Context: an optimization exercise on an open-source flow, tuned for small area and a short achievable clock period. The choices shown serve that exercise and are no tape-out recipe.
Where RTL was checked, it was by simulation tests only, not by an equivalence proof against the original.

alpha:
// Cordic_Machine
module Cordic_Machine(clock_pulse, reset, x_input, y_input, z_input, x_output, y_output, z_output, flag);
For scale: roughly 1100 cells after synthesis, about 88 flip-flops, roughly 150 I/O pins, about 9400 sq um of cells after synthesis.
export LEC_CHECK = 0
export CAP_MARGIN = 20
export CORE_MARGIN = 2
export CORE_UTILIZATION = 60
export SETUP_SLACK_MARGIN = 1.8
export SLEW_MARGIN = 20
create_clock -name core_clock -period 6.0 [get_ports {clock_pulse}]
standard.sh (not shown) runs the stock make flow with config.mk's settings and CLKGATE_MAP_FILE= SYNTH_SCRIPT=/design/flow/synth_recipe.tcl, a recipe that flattens the netlist after the stock synthesis.
==> flow/flow/run.sh <==
#!/bin/bash
# Standard layout, with the port buffers made of the smallest buffer cell.
export BUFFER_PORTS_ARGS="-buffer_cell sky130_fd_sc_hd__buf_1"
export CTS_ARGS="-sink_clustering_enable -repair_clock_nets -buf_list {sky130_fd_sc_hd__clkbuf_4 sky130_fd_sc_hd__clkbuf_8} -dont_use_dummy_load"
bash standard.sh > standard.log 2>&1
alpha completed every stage of the flow, and the final layout passed the timing, DRC and antenna checks.
Changes in beta relative to alpha:
--- a/flow/config.mk
+++ b/flow/config.mk
@@ -11 +11 @@
-export SETUP_SLACK_MARGIN = 1.8
+export SETUP_SLACK_MARGIN = 1.9
Notes after the runs:
- Max delay of the slowest cell on the worst path across beta and alpha: alpha
- Comparing beta and alpha, final layout net count is lower on alpha.
- beta vs alpha, number of buffers added for setup after CTS went up by 16.
- Between beta and alpha, the difference in combined area of the multi-input logic cells is negligible.
- Compared with alpha, beta shows met2 usage higher by 5.1 points.
- Core utilization delta for beta relative to alpha: 1.1 points higher
> inputs changed (beta -> gamma)
--- a/flow/config.mk
+++ b/flow/config.mk
@@ -11 +11 @@
-export SETUP_SLACK_MARGIN = 1.9
+export SETUP_SLACK_MARGIN = 1.7
Notes after the runs:
Higher sequential share of layout area goes to gamma over beta. Relative to beta, the maximum number of pins on one net before global-route repair of gamma is lower by 1. Diff beta..gamma | worst hold slack | negligible.
Inputs modified between gamma and delta:
--- a/flow/config.mk
+++ b/flow/config.mk
@@ -11 +11 @@
-export SETUP_SLACK_MARGIN = 1.7
+export SETUP_SLACK_MARGIN = 1.6
Results
- delta ran to completion and came out clean on the timing, DRC and antenna checks.
- gamma and delta ended up with roughly the same overall overflow remaining after global route.
- [compare] base=gamma new=delta: worst hold slack went down 0.077 ns; overall routed net length went up 0.64%; via count went down about 1.6%; number of non-clock inverters went down 1; worst setup slack after placement went down 0.13 ns.
- Looking at delta and gamma, the clock buffer and inverter area fraction after layout is a wash.
- Diff gamma..delta | worst-skew pair later-pin latency | negligible
> inputs changed (delta -> epsilon)
--- a/flow/config.mk
+++ b/flow/config.mk
@@ -11 +11 @@
-export SETUP_SLACK_MARGIN = 1.6
+export SETUP_SLACK_MARGIN = 1.75
## What came out
Core utilization: epsilon higher than delta. epsilon: met3 track demand over resource in global routing higher than delta. Taking delta as the reference, in epsilon post-layout minimum cycle time now sits higher; sequential share of cell area now sits lower; routability congestion estimate now sits higher; minimum hold slack now sits higher; achievable clock frequency now sits lower. Top layer used by detailed routing = met5: delta; top layer used by detailed routing = met4: epsilon. Changes observed in epsilon relative to delta: met1 capacity usage during global routing went down; fraction of the cycle the final worst path needs went up.
No run of this note included a check of the RTL's function; only the layout flow was run.


Cordic_Machine, a different RTL version from the one above (not shown whole).
Size: about 1100 cells after synthesis, ~91 flip-flops, about 150 I/O pins, ~0.0096 sq mm of cells after synthesis.
## Cordic_Machine
module Cordic_Machine(clock_pulse, reset, x_input, y_input, z_input, x_output, y_output, z_output, flag);
==> flow/config.mk <==
export PLATFORM = sky130hd
export DESIGN_NAME = Cordic_Machine
export DESIGN_NICKNAME = Cordic_Machine
export VERILOG_FILES = /design/flow/design.v
export SDC_FILE = /design/flow/constraint.sdc
export NUM_CORES = 4
export LEC_CHECK = 0
export CAP_MARGIN = 20
export CORE_MARGIN = 2
export CORE_UTILIZATION = 60
export CTS_BUF_LIST = sky130_fd_sc_hd__clkbuf_4 sky130_fd_sc_hd__clkbuf_8
export SETUP_SLACK_MARGIN = 1.75
export SLEW_MARGIN = 20
==> flow/constraint.sdc <==
create_clock -name core_clock -period 6.0 [get_ports {clock_pulse}]
set_input_delay 1.2000 -clock core_clock [delete_from_list [all_inputs] [get_ports {clock_pulse}]]
set_output_delay 1.2000 -clock core_clock [all_outputs]
set_load 0.01 [all_outputs]
==> flow/flow/run.sh <==
#!/bin/bash
# Standard layout, with the port buffers made of the smallest buffer cell.
export BUFFER_PORTS_ARGS="-buffer_cell sky130_fd_sc_hd__buf_1"

bash standard.sh > standard.log 2>&1
The baseline passed the timing, DRC and antenna checks.
Then changed:
==> flow/flow/run.sh (replaced) <==
#!/bin/bash
# Standard layout, with the port buffers made of the smallest buffer cell.
export BUFFER_PORTS_ARGS="-buffer_cell sky130_fd_sc_hd__buf_1"
export CTS_ARGS="-sink_clustering_enable -repair_clock_nets -buf_list {sky130_fd_sc_hd__clkbuf_4 sky130_fd_sc_hd__clkbuf_8} -dont_use_dummy_load"
bash standard.sh > standard.log 2>&1
- CTS_BUF_LIST: sky130_fd_sc_hd__clkbuf_4 sky130_fd_sc_hd__clkbuf_8 -> default
- SETUP_SLACK_MARGIN: 1.75 -> 2.0
After rerunning:
- The changed run produced a clean layout
- flip-flop and latch count stays the same
- via count came out higher by a few percent
- global-route usage came out higher by 1.1 points
- sequential share of layout area came out lower by 0.68 points
- routed wire length came out higher by a little under a tenth
- setup slack is worse by 0.012 ns
Then changed:
- SETUP_SLACK_MARGIN: 2.0 -> 1.75
The new run ran to the end with no violations.
Sequential cell count does not change.
Setup slack improves by 0.015 ns.
Utilization went down by 3.4 points.

==> static timing again, ports no longer ideal <==
The flow's constraints put no driver on any port. The routed layouts listed below were extracted and timed again, unchanged, in two steps.
Step 1: set_driving_cell puts a clkbuf_16 on clock_pulse and a buf_2 on each other input, an assumption about the parent block.
Step 2 moves the port delays by t, midway between the first and last clock arrival at a register: inputs arrive t later, outputs are due t later. That takes back most of the time a late clock gives input paths.
a / b / c = ideal ports / drivers / drivers and shift; a / b = the first two.
| run | t, ns | setup WS [ns] | latest minus earliest clock arrival (ns) | worst data-port slew with drivers (ns) |
|---|---|---|---|---|
| alpha | 0.427 | 1.816 / 1.816 / 1.816 | 0.025 / 0.025 | 0.04 |
| beta | 0.426 | 1.818 / 1.818 / 1.818 | 0.025 / 0.025 | 0.03 |
| gamma | 0.419 | 1.816 / 1.816 / 1.816 | 0.030 / 0.030 | 0.04 |
| delta | 0.414 | 1.772 / 1.772 / 1.772 | 0.030 / 0.030 | 0.03 |
| epsilon | 0.419 | 1.681 / 1.681 / 1.681 | 0.030 / 0.031 | 0.04 |
| the first run of note 2 | 0.420 | 1.912 / 1.912 / 1.912 | 0.020 / 0.019 | 0.05 |
| the second run of note 2 | 0.420 | 1.900 / 1.900 / 1.900 | 0.034 / 0.034 | 0.04 |
| the third run of note 2 | 0.407 | 1.915 / 1.915 / 1.915 | 0.024 / 0.025 | 0.05 |
After both steps every run listed still meets setup and hold.
